Source: an optimization exercise on an open RTL-to-GDS flow (aim: small area). Production flows keep margins and buffers that such runs may drop. RTL that was checked went through simulation tests only; none was proved equivalent to the original. Power figures rest on the tool's default switching activity, not on a simulated workload.

==> flow/design.v (excerpt) <==
module all_mod(
input clk, rst, wr, rd,
input rx,
input [2:0] addr,
input [7:0] din,
output tx,
output [7:0] dout
    );
clock: 10.0 ns
lec_check: 0
cap_margin: 20
core_margin: 2
core_utilization: 80
cts_buf_list: sky130_fd_sc_hd__clkbuf_8
cts_cluster_diameter: 80
cts_cluster_size: 16
slew_margin: 20
run.sh (not shown) runs the stock make flow with config.mk's settings and CLKGATE_MAP_FILE= SYNTH_SCRIPT=/design/flow/synth_recipe.tcl, a recipe that flattens the netlist after the stock synthesis.
The first run went through all stages and came out clean.
==> next run, changes <==
--- a/flow/design.v
+++ b/flow/design.v
@@ -133,33 +133,33 @@
     );
 localparam [2:0] IDLE = 3'd0, START = 3'd1, READ = 3'd2, PARITY = 3'd3, STOP = 3'd4;
 reg [2:0] state;
 reg rx_reg;
 reg [2:0] bitcnt;
 reg [3:0] count;
 reg par_bit;
-always@(posedge clk)
-  rx_reg <= rx;
 wire exp_parity = sticky_parity ? ~eps : (eps ? ^dout : ~^dout);
 wire c7 = (count == 4'd7);
 wire c0 = (count == 4'd0);
 assign fend = baud_pulse & (state == START) & c7;
 always@(posedge clk, posedge rst)
 begin
 if(rst)
   begin
+  rx_reg <= 1'b1;
   state  <= IDLE;
   push   <= 1'b0;
   pe     <= 1'b0;
   fe     <= 1'b0;
   bi     <= 1'b0;
   dout   <= 8'h00;
   end
 else
   begin
+  rx_reg <= rx;
   push   <= 1'b0;
   if(baud_pulse)
     case(state)
     IDLE:
       if(!rx_reg)
         state <= START;
     START:
@@ -297,16 +297,21 @@
         begin
         dl.dmsb <= din_i;
         end
      end
  reg update_baud;
  reg [15:0] baud_cnt;
  reg baud_pulse;
-    always @(posedge clk)
+    always @(posedge clk, posedge rst)
+    begin
+       if (rst)
+         update_baud <= 1'b0;
+       else
          update_baud <=  wr_i & (csr.lcr.dlab == 1'b1) & ((addr_i == 3'b000) | (addr_i == 3'b001));
+    end
    always @(posedge clk, posedge rst)
    begin
     if (rst)
       baud_cnt  <= 16'h0;
     else if (update_baud || baud_cnt == 16'h0000)
       baud_cnt <= dl;
     else
@@ -487,28 +492,31 @@
 assign empty = (n == 5'd0);
 wire full = en ? n[4] : ~empty;
 wire push = push_in & ~full;
 wire pop  = pop_in & ~empty;
 always@(posedge clk, posedge rst)
 begin
 if(rst)
-  n <= 5'd0;
-else if(clr)
-  n <= 5'd0;
-else if(push & ~pop)
-  n <= n + 5'd1;
-else if(pop & ~push)
-  n <= n - 5'd1;
-end
-always@(posedge clk)
-begin
-if(clr)
-  flush <= 1'b1;
-else if(fend)
+  begin
+  n     <= 5'd0;
   flush <= 1'b0;
+  end
+else
+  begin
+  if(clr)
+    n <= 5'd0;
+  else if(push & ~pop)
+    n <= n + 5'd1;
+  else if(pop & ~push)
+    n <= n - 5'd1;
+  if(clr)
+    flush <= 1'b1;
+  else if(fend)
+    flush <= 1'b0;
+  end
 end
 always@(posedge clk)
 begin
 for(int i = 0; i < 15; i++)
   if(pop | flush | (n <= i))
     mem[i] <= mem[i+1];
 if(pop | flush | (n <= 15))
The new run produced a clean layout.
Design area rose by 0.48%.
Sequential power came out higher by about 3%.
Setup slack degrades by 0.056 ns.
Via count climbs by 3.1%.
Hold slack is about the same.

========
Another version of the RTL of all_mod (not shown whole).
Size in the first run: ~1100 cells after synthesis, about 390 flip-flops, ~25 I/O pins.
==> module uart_rx_top, before the edit <==
module uart_rx_top(
input clk, rst, baud_pulse, rx, sticky_parity, eps,
input pen,
input [1:0] wls,
output reg push,
output reg pe, fe, bi,
output reg [7:0] dout
    );
localparam [2:0] IDLE = 3'd0, START = 3'd1, READ = 3'd2, PARITY = 3'd3, STOP = 3'd4;
reg [2:0] state;
reg rx_reg;
reg [2:0] bitcnt;
reg [3:0] count;
reg par_bit;
wire exp_parity = sticky_parity ? ~eps : (eps ? ^dout : ~^dout);
wire c7 = (count == 4'd7);
wire c0 = (count == 4'd0);
always@(posedge clk, posedge rst)
begin
if(rst)
  begin
  rx_reg <= 1'b1;
  state  <= IDLE;
  push   <= 1'b0;
  pe     <= 1'b0;
  fe     <= 1'b0;
  bi     <= 1'b0;
  dout   <= 8'h00;
  end
else
  begin
  rx_reg <= rx;
  push   <= 1'b0;
  if(baud_pulse)
    case(state)
    IDLE:
      if(!rx_reg)
        state <= START;
    START:
      if(c7)
        begin
        if(rx)
          state <= IDLE;
        end
      else if(c0)
        begin
        state <= READ;
        pe    <= 1'b0;
        end
    READ:
      if(c7)
        case(wls)
        2'b00: dout <= {3'b000, rx, dout[4:1]};
        2'b01: dout <= {2'b00 , rx, dout[5:1]};
        2'b10: dout <= {1'b0  , rx, dout[6:1]};
        2'b11: dout <= {        rx, dout[7:1]};
        endcase
      else if(c0 && bitcnt == 3'd0)
        state <= pen ? PARITY : STOP;
    PARITY:
      if(c7)
        pe <= rx ^ exp_parity;
      else if(c0)
        state <= STOP;
    STOP:
      if(c7)
        begin
        fe   <= ~rx;
        bi   <= ~rx & ~|dout & ~par_bit;
        push <= 1'b1;
        end
      else if(c0)
        state <= IDLE;
    default: state <= IDLE;
    endcase
  end
end
always@(posedge clk)
begin
if(baud_pulse)
  begin
  count <= (state == IDLE) ? 4'd15 : count - 4'd1;
  if(state == START && c0)
    begin
    bitcnt  <= {1'b1, wls};
    par_bit <= 1'b0;
    end
  if(state == READ && c0 && bitcnt != 3'd0)
    bitcnt <= bitcnt - 3'd1;
  if(state == PARITY && c7)
    par_bit <= rx;
  end
end
endmodule
==> module rx_fifo, before the edit <==
module rx_fifo(
input rst, clk, en, clr, push_in, pop_in,
input [7:0] din,
output [7:0] dout,
output empty, overrun
);
reg [7:0] mem [16];
reg [4:0] n;      
reg [4:0] fl;     
assign empty = (n == 5'd0);
wire full = en ? n[4] : ~empty;
wire push = push_in & ~full;
wire pop  = pop_in & ~empty;
wire flush = (fl != 5'd0);
always@(posedge clk, posedge rst)
begin
if(rst)
  begin
  n  <= 5'd0;
  fl <= 5'd0;
  end
else
  begin
  if(clr)
    n <= 5'd0;
  else if(push & ~pop)
    n <= n + 5'd1;
  else if(pop & ~push)
    n <= n - 5'd1;
  if(clr)
    fl <= 5'd16;
  else if(flush)
    fl <= fl - 5'd1;
  end
end
always@(posedge clk)
begin
for(int i = 0; i < 15; i++)
  if(pop | flush | (n <= i))
    mem[i] <= mem[i+1];
if(pop | flush | (n <= 15))
  mem[15] <= din;
end
assign dout = flush ? din : mem[0];
reg overrun_t;
always@(posedge clk, posedge rst)
begin
if(rst)
   overrun_t <= 1'b0;
else
   overrun_t <= push_in & full;
end
assign overrun = overrun_t;
endmodule
==> module all_mod, before the edit <==
module all_mod(
input clk, rst, wr, rd,
input rx,
input [2:0] addr,
input [7:0] din,
output tx,
output [7:0] dout
    );
 csr_t       csr;
 wire baud_pulse;
 wire tx_dec, tx_cap;
 wire [7:0] tx_fifo_out;
 wire tx_fifo_push;
 wire tx_fifo_empty;
 wire tx_sreg_empty;
 wire r_oe, r_pe, r_fe, r_bi;
 wire rx_fifo_push, rx_fifo_pop;
 wire rx_fifo_empty;
 wire [7:0] rx_out;
 wire [7:0] rx_fifo_out;
 wire [3:0] rx_fifo_threshold;
 wire tx_rst, rx_rst;
regs_uart uart_regs_inst (
    .clk (clk),
    .rst (rst),
    .wr_i (wr),
    .rd_i (rd),
    .rx_fifo_empty_i (rx_fifo_empty),
    .rx_oe (r_oe),
    .rx_pe (r_pe),
    .rx_fe (r_fe),
    .rx_bi (r_bi),
    .tx_fifo_empty_i (tx_fifo_empty),
    .tx_sreg_empty_i (tx_sreg_empty),
    .addr_i (addr),
    .din_i (din),
    .tx_push_o (tx_fifo_push),
    .rx_pop_o (rx_fifo_pop),
    .baud_out (baud_pulse),
    .tx_rst (tx_rst),
    .rx_rst (rx_rst),
    .rx_fifo_threshold (rx_fifo_threshold),
    .dout_o (dout),
    .csr_o (csr),
    .rx_fifo_in(rx_fifo_out)
);
uart_tx_top uart_tx_inst (
    .clk (clk),
    .rst (rst),
    .baud_pulse (baud_pulse),
    .pen (csr.lcr.pen),
    .thre (tx_fifo_empty),
    .stb (csr.lcr.stb),
    .sticky_parity (csr.lcr.stick_parity),
    .eps (csr.lcr.eps),
    .set_break (csr.lcr.set_break),
    .cap (tx_cap),
    .din (tx_fifo_out),
    .wls (csr.lcr.wls),
    .dec (tx_dec),
    .sreg_empty (tx_sreg_empty),
    .tx (tx)
);
tx_fifo tx_fifo_inst (
    .rst (rst),
    .clk (clk),
    .en (csr.fcr.ena),
    .clr (tx_rst),
    .push_in (tx_fifo_push),
    .dec (tx_dec),
    .din (din),
    .dout (tx_fifo_out),
    .empty (tx_fifo_empty),
    .cap (tx_cap)
);
 uart_rx_top uart_rx_inst (
    .clk (clk),
    .rst (rst),
    .baud_pulse (baud_pulse),
    .rx (rx),
    .sticky_parity (csr.lcr.stick_parity),
    .eps (csr.lcr.eps),
    .pen (csr.lcr.pen),
    .wls (csr.lcr.wls),
    .push (rx_fifo_push),
    .pe (r_pe),
    .fe (r_fe),
    .bi (r_bi),
    .dout(rx_out)
);
rx_fifo rx_fifo_inst (
    .rst (rst),
    .clk (clk),
    .en (csr.fcr.ena),
    .clr (rx_rst),
    .push_in (rx_fifo_push),
    .pop_in (rx_fifo_pop),
    .din (rx_out),
    .dout (rx_fifo_out),
    .empty (rx_fifo_empty),
    .overrun (r_oe)
);
endmodule
==> flow/config.mk <==
export PLATFORM = sky130hd
export DESIGN_NAME = all_mod
export DESIGN_NICKNAME = all_mod
export VERILOG_FILES = /design/flow/design.v
export SDC_FILE = /design/flow/constraint.sdc
export NUM_CORES = 4
export LEC_CHECK = 0
export CAP_MARGIN = 20
export CORE_MARGIN = 2
export CORE_UTILIZATION = 65
export CTS_BUF_LIST = sky130_fd_sc_hd__clkbuf_8
export CTS_CLUSTER_DIAMETER = 80
export CTS_CLUSTER_SIZE = 16
export SLEW_MARGIN = 20
==> flow/constraint.sdc <==
create_clock -name core_clock -period 10.0 [get_ports {clk}]
set_input_delay 2.0000 -clock core_clock [delete_from_list [all_inputs] [get_ports {clk}]]
set_output_delay 2.0000 -clock core_clock [all_outputs]
set_load 0.01 [all_outputs]
Edit:
--- a/flow/design.v
+++ b/flow/design.v
@@ -128,4 +128,5 @@
 input [1:0] wls,
 output reg push,
+output fend,             
 output reg pe, fe, bi,
 output reg [7:0] dout
@@ -140,4 +141,5 @@
 wire c7 = (count == 4'd7);
 wire c0 = (count == 4'd0);
+assign fend = baud_pulse & (state == START) & c7;
 always@(posedge clk, posedge rst)
 begin
@@ -480,5 +482,5 @@
 endmodule
 module rx_fifo(
-input rst, clk, en, clr, push_in, pop_in,
+input rst, clk, en, clr, push_in, pop_in, fend,
 input [7:0] din,
 output [7:0] dout,
@@ -487,16 +489,15 @@
 reg [7:0] mem [16];
 reg [4:0] n;      
-reg [4:0] fl;     
+reg flush;
 assign empty = (n == 5'd0);
 wire full = en ? n[4] : ~empty;
 wire push = push_in & ~full;
 wire pop  = pop_in & ~empty;
-wire flush = (fl != 5'd0);
 always@(posedge clk, posedge rst)
 begin
 if(rst)
   begin
-  n  <= 5'd0;
-  fl <= 5'd0;
+  n     <= 5'd0;
+  flush <= 1'b0;
   end
 else
@@ -509,7 +510,7 @@
     n <= n - 5'd1;
   if(clr)
-    fl <= 5'd16;
-  else if(flush)
-    fl <= fl - 5'd1;
+    flush <= 1'b1;
+  else if(fend)
+    flush <= 1'b0;
   end
 end
@@ -544,4 +545,5 @@
  wire baud_pulse;
  wire tx_dec, tx_cap;
+ wire rx_fend;
  wire [7:0] tx_fifo_out;
  wire tx_fifo_push;
@@ -618,4 +620,5 @@
     .wls (csr.lcr.wls),
     .push (rx_fifo_push),
+    .fend (rx_fend),
     .pe (r_pe),
     .fe (r_fe),
@@ -630,4 +633,5 @@
     .push_in (rx_fifo_push),
     .pop_in (rx_fifo_pop),
+    .fend (rx_fend),
     .din (rx_out),
     .dout (rx_fifo_out),
Core utilization grows by 0.94 points.
Power grows by 9.6%.
Final cell count shrinks by 2.6%.
Routed wire length shrinks by 3.7%.
Via count shrinks by 3.3%.
Final area shrinks by 1.1%.
Sequential share of layout area grows by 0.11 points.
Synthesized area shrinks by 1.4%.
No functional check of the RTL was part of the first run of this note.

==> port drivers added, routing unchanged <==
How much do the figures lean on ideal ports? The routed layouts below were timed once more, with nothing changed but the port constraints. Step 1, drivers: a clkbuf_16 drives clk and a buf_2 each remaining input, both assumed. Step 2 adds t to the input delays and takes it off the output delays; t is the mean of the earliest and latest rising clock arrival at the registers after step 1. Input paths then give back, and output paths get back, about the clock's delay inside the block. a / b / c = ideal / step 1 / step 2; a / b = the first two.
| run | t (ns) | setup slack, ns | worst data-port slew with drivers (ns) |
|---|---|---|---|
| the first run of note 1 | 0.615 | 4.969 / 4.992 / 4.377 | 0.07 |
| the second run of note 1 | 0.623 | 4.914 / 4.934 / 4.311 | 0.07 |
| the first run of note 2 | 0.610 | 4.979 / 4.994 / 4.384 | 0.03 |
| the second run of note 2 | 0.615 | 5.015 / 5.036 / 4.421 | 0.07 |
After both steps every run listed still meets setup and hold. For the second run of note 1, which loses most, drivers alone change the setup slack by +0.020 ns; drivers and shift together by -0.603 ns.
